This is an optimization exercise on Yosys and OpenROAD, whose aim is small area, a short achievable clock period and few clock cycles per item, not a production implementation.
RTL that was checked went through simulation tests only; none was proved equivalent to the original.
Power is estimated from default activity; no workload was simulated.

==> run a <==
// Rsa256Core
module Rsa256Core (
	input          i_clk,
	input          i_rst,
	input          i_start,
	input  [255:0] i_a,  
	input  [255:0] i_d,  
	input  [255:0] i_n,
	output [255:0] o_a_pow_d,  
	output         o_finished
);
localparam int W  = 260;    
localparam int NI = 129;    
localparam int J  = 4;      
localparam int RT = W / 2;  
localparam int CL = 132;    
localparam int NS = 4;      
localparam int SW = W / NS;
localparam logic [2:0] P_PRE  = 3'd0;
localparam logic [2:0] P_FIX  = 3'd1;
localparam logic [2:0] P_ONE  = 3'd2;
localparam logic [2:0] P_ZERO = 3'd3;
localparam logic [2:0] P_SQ   = 3'd4;
localparam logic [2:0] P_MUL  = 3'd5;
localparam logic [2:0] P_FIN  = 3'd6;
localparam logic [2:0] S_IDLE  = 3'd0;
localparam logic [2:0] S_ACT   = 3'd1;  
localparam logic [2:0] S_CONV  = 3'd2;  
localparam logic [2:0] S_WAIT  = 3'd3;  
localparam logic [2:0] S_CLEAN = 3'd4;  
logic         Nr1;       
logic [15:0]  Dr;        
logic [256:0] A;         
logic [W-1:0] M;         
logic [W-1:0] S, C;      
logic [2:0] st;
logic [2:0] pk;          
logic [7:0] cnt;         
logic [7:0] cnt1;        
logic [7:0] rc;          
logic [8:0] k;           
logic [7:0] e;           
logic [7:0] cl;          
logic       found, dzero, dvalid;
logic       neg;         
logic       allq;
logic       finish;
logic       mult, one, q1f, q2f;
logic [5:0] ctl [NS];    
logic [5:0] ctl_n;
logic       mq, y10, y11, y20;
logic       cb;          
assign o_finished = finish;
logic [W-1:0] Nw, Aw, Sg, y1, y2, y2s, n1, n2, n2s;
logic [W-1:0] aS, aCr, aC, bS, bCr, bC;
logic [W-1:0] cS, cCr, cC, dS, dCr, dC;
logic [NS-1:0] q1s, q2s;
logic         q1, q2;
for (genvar s = 0; s < NS; s++) begin : g_slice
	RsaCtlReg u_ctl (.clk(i_clk), .d(ctl_n), .q(ctl[s]));
	RsaQ u_q (.s0(S[0]), .s1(S[1]), .c0(C[0]), .c1(C[1]), .cb(cb), .mq(mq), .y10(y10),
	          .y11(y11), .y20(y20), .n1(Nr1), .q1f(q1f), .q2f(q2f), .q1(q1s[s]), .q2(q2s[s]));
	for (genvar i = s * SW; i < (s + 1) * SW; i++) begin : g_bit
		assign Sg[i] = S[i] & !ctl[s][5];
		assign y1[i] = (ctl[s][4] & M[i]) | (ctl[s][3] & Aw[i]) | (i == 0 && one);
  ...
clock: 14.0 ns
lec_check: 0
abc_clock_period_in_ps: 3500
cap_margin: 30
core_margin: 2
core_utilization: 55
cts_cluster_diameter: 100
cts_cluster_size: 20
setup_slack_margin: 0.6
slew_margin: 20
synth_hierarchical: 1
standard.sh (not shown) runs the stock make flow with config.mk's settings and CLKGATE_MAP_FILE= SYNTH_SCRIPT=/design/flow/synth_recipe.tcl, a recipe that flattens the netlist after the stock synthesis.
==> flow/flow/run.sh <==
#!/bin/bash
set -euo pipefail
PRE=${PRE:-8.5}
POST=${POST:-10.0}
BUF="BUFFER_PORTS_ARGS=-buffer_cell sky130_fd_sc_hd__buf_2"
bash standard.sh synth > synth.log 2>&1
bash standard.sh SETUP_SLACK_MARGIN=$PRE "$BUF" place > place.log 2>&1
bash standard.sh SETUP_SLACK_MARGIN=$POST "$BUF" finish > finish.log 2>&1
==> inputs of run b, as changes to run a <==
==> flow/design.v (replaced) <==
module Rsa256Core (
	input          i_clk,
	input          i_rst,
	input          i_start,
	input  [255:0] i_a,  
	input  [255:0] i_d,  
	input  [255:0] i_n,
	output [255:0] o_a_pow_d,  
	output         o_finished
);
localparam int W  = 261;    
localparam int NI = 86;     
localparam int J  = 3;      
localparam int RT = W / 3;  
localparam int CL = 90;     
localparam int NS = 3;      
localparam int SW = W / NS;
localparam logic [2:0] P_PRE  = 3'd0;
localparam logic [2:0] P_FIX  = 3'd1;
localparam logic [2:0] P_ONE  = 3'd2;
localparam logic [2:0] P_ZERO = 3'd3;
localparam logic [2:0] P_SQ   = 3'd4;
localparam logic [2:0] P_MUL  = 3'd5;
localparam logic [2:0] P_FIN  = 3'd6;
localparam logic [2:0] S_IDLE  = 3'd0;
localparam logic [2:0] S_ACT   = 3'd1;  
localparam logic [2:0] S_CONV  = 3'd2;  
localparam logic [2:0] S_WAIT  = 3'd3;  
localparam logic [2:0] S_CLEAN = 3'd4;  
logic [2:1]   Nr;        
logic [15:0]  Dr;        
logic [256:0] A;         
logic [W-1:0] M;         
logic [W-1:0] S, C;      
logic [2:0] st;
logic [2:0] pk;          
logic [7:0] cnt;         
logic [7:0] cnt1;        
logic [7:0] rc;          
logic [8:0] k;           
logic [7:0] e;           
logic [7:0] cl;          
logic       found, dzero, dvalid;
logic       neg;         
logic       allq;
logic       finish;
logic       mult, one, q1f, q2f;
logic [7:0] ctl [NS];    
logic [7:0] ctl_n;
logic       mq, y10, y11, y12, y20, y21, y30;
logic       cb;          
assign o_finished = finish;
logic [W-1:0] Nw, Aw, Sg, y1, y2, y2s, y3, y3s, n1, n2, n2s, n3, n3s;
logic [W-1:0] aS, aCr, aC, bS, bCr, bC, cS, cCr, cC;
logic [W-1:0] dS, dCr, dC, eS, eCr, eC, fS, fCr, fC;
logic [NS-1:0] q1s, q2s, q3s;
logic         q1, q2, q3;
for (genvar s = 0; s < NS; s++) begin : g_slice
	RsaCtlReg u_ctl (.clk(i_clk), .d(ctl_n), .q(ctl[s]));
	RsaQ u_q (.s(S[2:0]), .c(C[2:0]), .cb(cb), .mq(mq), .y1({y12, y11, y10}), .y2({y21, y20}),
	          .y3(y30), .n(Nr), .q1f(q1f), .q2f(q2f), .q1(q1s[s]), .q2(q2s[s]), .q3(q3s[s]));
	for (genvar i = s * SW; i < (s + 1) * SW; i++) begin : g_bit
		assign Sg[i] = S[i] & !ctl[s][7];
		assign y1[i] = (ctl[s][6] & M[i]) | (ctl[s][5] & Aw[i]) | (i == 0 && one);
		assign y2[i] = (ctl[s][4] & M[i]) | (ctl[s][3] & Aw[i]);
		assign y3[i] = (ctl[s][2] & M[i]) | (ctl[s][1] & Aw[i]);
		assign n1[i] = (q1s[s] & Nw[i]) | (ctl[s][0] & !Nw[i]);
		assign n2[i] = q2s[s] & Nw[i];
		assign n3[i] = q3s[s] & Nw[i];
	end
end
assign q1 = q1s[0];
assign q2 = q2s[0];
assign q3 = q3s[0];
always_comb begin
	Nw  = {{(W-256){1'b0}}, i_n};
	Aw  = {{(W-257){1'b0}}, A};
	y2s = {y2[W-2:0], y2[W-1] | cb};
	y3s = {y3[W-3:0], y3[W-1:W-2]};
	n2s = {n2[W-2:0], n2[W-1]};
	n3s = {n3[W-3:0], n3[W-1:W-2]};
	aC  = {aCr[W-2:0], aCr[W-1]};
	bC  = {bCr[W-2:0], bCr[W-1]};
	cC  = {cCr[W-2:0], cCr[W-1]};
	dC  = {dCr[W-2:0], dCr[W-1]};
	eC  = {eCr[W-2:0], eCr[W-1]};
	fC  = {fCr[W-2:0], fCr[W-1]};
end
for (genvar i = 0; i < W; i++) begin : g_csa
	RsaFa fa_a (.a(Sg[i]), .b(C[i]),  .c(y1[i]),  .s(aS[i]), .co(aCr[i]));
	RsaFa fa_b (.a(aS[i]), .b(aC[i]), .c(y2s[i]), .s(bS[i]), .co(bCr[i]));
	RsaFa fa_c (.a(bS[i]), .b(bC[i]), .c(y3s[i]), .s(cS[i]), .co(cCr[i]));
	RsaFa fa_d (.a(cS[i]), .b(cC[i]), .c(n1[i]),  .s(dS[i]), .co(dCr[i]));
	RsaFa fa_e (.a(dS[i]), .b(dC[i]), .c(n2s[i]), .s(eS[i]), .co(eCr[i]));
	RsaFa fa_f (.a(eS[i]), .b(eC[i]), .c(n3s[i]), .s(fS[i]), .co(fCr[i]));
end
logic [3:0] low;
assign low = {1'b0, fS[2:0]} + {1'b0, fC[2:0]};
always_ff @(posedge i_clk) begin
	S  <= {fS[2:0] & {3{!mult}}, fS[W-1:3]};
	C  <= {fC[2:0] & {3{!mult}}, fC[W-1:3]};
	cb <= mult & low[3];
end
logic [W-1:0] Srot;
assign Srot = {S[W-1-3*J:0], S[W-1:W-3*J]};
logic Czero, cap;
assign Czero = ~|C;
assign cap   = (st == S_CONV) && (rc == J) && Czero;
logic [W-1:0] Sout;
assign Sout = {S[W-4-3*J:0], S[W-1:W-3-3*J]};
assign o_a_pow_d = Sout[255:0];
logic Dbit;
assign Dbit = Dr[e[7:4]];
always_ff @(posedge i_clk) begin
	for (int j = 0; j < 16; j++) Dr[j] <= i_d[16*j + e[3:0]];
	Nr <= i_n[2:1];
end
logic ldA;
assign ldA = cap && (pk == P_PRE || pk == P_FIX);
always_ff @(posedge i_clk) begin
	if (cap) M <= Srot;
	if (st == S_IDLE) A <= {1'b0, i_a};
	else if (ldA) A <= Srot[256:0];
end
logic [2:0] nxt_after_pre;
always_comb begin
	if (dzero)        nxt_after_pre = P_ONE;
	else if (e == 0)  nxt_after_pre = P_FIN;
	else              nxt_after_pre = P_SQ;
end
logic [2:0] xnext, mn, an;
logic [8:0] xb;
assign xb = {cnt1, 1'b0} + {1'b0, cnt1};    
always_comb begin
	if (st == S_ACT) xnext = M[xb +: 3];
	else if (cap)    xnext = Srot[2:0];
	else             xnext = M[2:0];
	mn = cap ? Srot[2:0] : M[2:0];
	an = ldA ? Srot[2:0] : A[2:0];
end
logic       go;      
logic [2:0] gok;     
logic       gneg;    
always_comb begin
	go = 1'b0; gok = P_PRE; gneg = neg;
	if (st == S_IDLE) begin
		go = i_start && cl == CL; gok = P_PRE; gneg = 1'b0;
	end else if (st == S_CLEAN) begin
		go = cl == CL; gok = P_PRE; gneg = 1'b0;
	end else if (st == S_WAIT) begin
		go = found; gok = nxt_after_pre;
	end else if (cap) begin
		gneg = Srot[W-1];
		go = 1'b1;
		case (pk)
		P_PRE: begin
			if (k != 9'd257)   gok = P_PRE;
			else if (Srot[W-1]) gok = P_FIX;
			else begin go = found; gok = nxt_after_pre; end
		end
		P_FIX: begin go = found; gok = nxt_after_pre; end
		P_SQ: begin
			if (Dbit)         gok = P_MUL;
			else if (e == 0)  gok = P_FIN;
			else              gok = P_SQ;
		end
		P_MUL: gok = (e == 0) ? P_FIN : P_SQ;
		P_FIN: begin go = allq; gok = P_ZERO; end
		default: go = 1'b0;  
		endcase
	end
end
logic       n_mult, n_x1M, n_x1A, n_x2M, n_x2A, n_x3M, n_x3A;
logic       n_yM;    
always_comb begin
	n_mult = 1'b0; n_x1M = 1'b0; n_x1A = 1'b0; n_x2M = 1'b0; n_x2A = 1'b0;
	n_x3M = 1'b0; n_x3A = 1'b0;
	n_yM = 1'b1;
	if (go && (gok == P_SQ || gok == P_MUL || gok == P_FIN)) begin
		n_mult = 1'b1;
		n_yM = gok != P_MUL;
		if (gok == P_FIN) n_x1M = 1'b1;
		else begin
			n_x1M = xnext[0] & n_yM;
			n_x1A = xnext[0] & !n_yM;
			n_x2M = xnext[1] & n_yM;
			n_x2A = xnext[1] & !n_yM;
			n_x3M = xnext[2] & n_yM;
			n_x3A = xnext[2] & !n_yM;
		end
	end else if (st == S_ACT && cnt != NI - 1) begin
		n_mult = 1'b1;
		n_yM = pk != P_MUL;
		if (pk != P_FIN) begin
			n_x1M = xnext[0] & n_yM;
			n_x1A = xnext[0] & !n_yM;
			n_x2M = xnext[1] & n_yM;
			n_x2A = xnext[1] & !n_yM;
			n_x3M = xnext[2] & n_yM;
			n_x3A = xnext[2] & !n_yM;
		end
	end
end
logic n_pre, n_pre_a;
always_comb begin
	n_pre   = go && gok == P_PRE;
	n_pre_a = n_pre && (st == S_IDLE || st == S_CLEAN);
	ctl_n = '0;
	if (!i_rst) begin
		ctl_n[7] = go;                                               
		ctl_n[6] = (n_mult & n_x1M) | (go && gok == P_FIX);          
		ctl_n[5] = n_x1A;                                            
		ctl_n[4] = (n_mult & n_x2M) | (n_pre & !n_pre_a);            
		ctl_n[3] = n_x2A | n_pre_a;                                  
		ctl_n[2] = n_x3M;                                            
		ctl_n[1] = n_x3A;                                            
		ctl_n[0] = n_pre & !gneg;                                    
	end
end
always_ff @(posedge i_clk) begin
	finish <= 1'b0;
	mult <= n_mult;
	one  <= go && gok == P_ONE;
	q1f  <= n_pre && gneg;
	q2f  <= go && gok == P_FIX;
	mq  <= n_mult & !go;
	y10 <= (n_x1M & mn[0]) | (n_x1A & an[0]);
	y11 <= (n_x1M & mn[1]) | (n_x1A & an[1]);
	y12 <= (n_x1M & mn[2]) | (n_x1A & an[2]);
	y20 <= (n_x2M & mn[0]) | (n_x2A & an[0]);
	y21 <= (n_x2M & mn[1]) | (n_x2A & an[1]);
	y30 <= (n_x3M & mn[0]) | (n_x3A & an[0]);
	if (cl != CL) cl <= cl + 8'd1;
	if (st != S_IDLE && !found) begin
		if (dvalid) begin
			if (Dbit) found <= 1'b1;
			else if (e == 0) begin found <= 1'b1; dzero <= 1'b1; end
			else begin e <= e - 8'd1; dvalid <= 1'b0; end
		end else dvalid <= 1'b1;
	end
	case (st)
	S_ACT: begin
		if (cnt == NI - 1) begin
			st <= S_CONV; rc <= 8'd0;
		end else begin
			cnt <= cnt + 8'd1;
			cnt1 <= cnt1 + 8'd1;
		end
		if (pk == P_FIN) allq <= allq & q1 & q2 & q3;
	end
	S_CONV: begin
		rc <= (rc == RT - 1) ? 8'd0 : rc + 8'd1;
		if (cap) begin
			neg <= Srot[W-1];
			if (pk == P_PRE) k <= k + 9'd1;
			if (!go) begin
				st <= (pk == P_PRE || pk == P_FIX) ? S_WAIT : S_IDLE;
				finish <= !(pk == P_PRE || pk == P_FIX);
			end
		end
	end
	default: ;
	endcase
	if (go) begin
		pk  <= gok;
		if (gok == P_SQ || gok == P_MUL || gok == P_FIN) begin
			st   <= S_ACT;
			cnt  <= 8'd0;
			cnt1 <= 8'd1;
			allq <= 1'b1;
			if (gok == P_SQ) e <= e - 8'd1;
		end else begin
			st <= S_CONV;
			rc <= 8'd0;
		end
	end
	if (st == S_IDLE && i_start) begin
		k <= 9'd0; e <= 8'd255; found <= 1'b0; dzero <= 1'b0; dvalid <= 1'b0; neg <= 1'b0;
		if (cl != CL) st <= S_CLEAN;
	end
	if (i_rst) begin
		st <= S_IDLE;
		finish <= 1'b0;
		cl <= 8'd0;
		mult <= 1'b0; one <= 1'b0; q1f <= 1'b0; q2f <= 1'b0;
		mq <= 1'b0; y10 <= 1'b0; y11 <= 1'b0; y12 <= 1'b0; y20 <= 1'b0; y21 <= 1'b0; y30 <= 1'b0;
	end
end
endmodule
module RsaCtlReg (
	input              clk,
	input        [7:0] d,
	output logic [7:0] q
);
always_ff @(posedge clk) q <= d;
endmodule
module RsaQ (
	input  [2:0] s, c, y1,
	input  [1:0] y2,
	input        y3, cb, mq,
	input  [2:1] n,
	input        q1f, q2f,
	output       q1, q2, q3
);
logic [2:0] t1, t2, t3;
assign t1 = (s & {3{mq}}) + (c & {3{mq}}) + {2'b0, cb} + y1 + {y2, 1'b0} + {y3, 2'b0};
assign t2 = t1 + ({n, 1'b1} & {3{t1[0]}});
assign t3 = t2 + ({n[1], 2'b10} & {3{t2[1]}});
assign q1 = t1[0] | q1f;
assign q2 = t2[1] | q2f;
assign q3 = t3[2];
endmodule
module RsaFa (
	input  a,
	input  b,
	input  c,
	output s,
	output co
);
assign s  = a ^ b ^ c;
assign co = (a & b) | (a & c) | (b & c);
endmodule
==> flow/flow/run.sh (replaced) <==
#!/bin/bash
set -euo pipefail
PRE=${PRE:-8.5}
POST=${POST:-9.8}
BUF="BUFFER_PORTS_ARGS=-buffer_cell sky130_fd_sc_hd__buf_2"
bash standard.sh synth > synth.log 2>&1
bash standard.sh SETUP_SLACK_MARGIN=$PRE "$BUF" place > place.log 2>&1
bash standard.sh SETUP_SLACK_MARGIN=$POST "$BUF" finish > finish.log 2>&1
==> inputs of run c, as changes to run a <==
==> flow/flow/run.sh (replaced) <==
#!/bin/bash
set -euo pipefail
PRE=${PRE:-8.5}
POST=${POST:-9.8}
BUF="BUFFER_PORTS_ARGS=-buffer_cell sky130_fd_sc_hd__buf_2"
bash standard.sh synth > synth.log 2>&1
bash standard.sh SETUP_SLACK_MARGIN=$PRE "$BUF" place > place.log 2>&1
bash standard.sh SETUP_SLACK_MARGIN=$POST "$BUF" finish > finish.log 2>&1
Settings changed: CORE_UTILIZATION 55 to 65.
==> notes.md <==
- In run c the sequential power is higher than in run b, by about 6%.
- Worst setup slack, lowest first: run b, run c, run a.
- Final area: run b > run a > run c.
- In run c the core utilization is higher than in run b, by 6.7 points.
- The highest via count belongs to run b, the lowest to run c.
- The lowest worst hold slack belongs to run a, the highest to run b.
- Critical path depth is the same in run c and run a.
- Of run c and run b, run b has the higher flip-flop and latch count (gap 7).
- In run c the final cell count is lower than in run a, by about 6%.
Testbench counts of run a, summed over its fixed seeds: cycles 1,267,081, items 24.
Testbench counts of run c, summed over its fixed seeds: cycles 1,267,081, items 24.
No functional check of the RTL was part of run b.

[afterwards: timing with drivers on the ports]
Ports are ideal in the flow. The routed layouts listed here were re-timed in OpenROAD. Step 1 assumes that a clkbuf_16 drives the clock port and a buf_2 every other input. Step 2 times the ports against the registers' clock, not the clock port: input delays grow and output delays shrink by t, the midpoint of the rising clock arrivals with the driver on. Slacks: no drivers / after step 1 / after step 2; pairs: no drivers / after step 1.
run | t (ns) | setup slack, ns | hold slack, ns | latest minus earliest clock arrival (ns)
run a | 0.750 | 9.910 / 9.821 / 9.326 | 0.438 / 0.438 / 0.438 | 0.039 / 0.040
run b | 0.795 | 9.277 / 9.226 / 8.430 | 0.480 / 0.480 / 0.480 | 0.037 / 0.037
run c | 0.746 | 9.791 / 9.712 / 9.169 | 0.448 / 0.448 / 0.448 | 0.039 / 0.039
After both steps every run listed still meets setup and hold. The setup slack of run b, which loses most, moves by -0.051 ns with the drivers and by -0.847 ns with both steps.
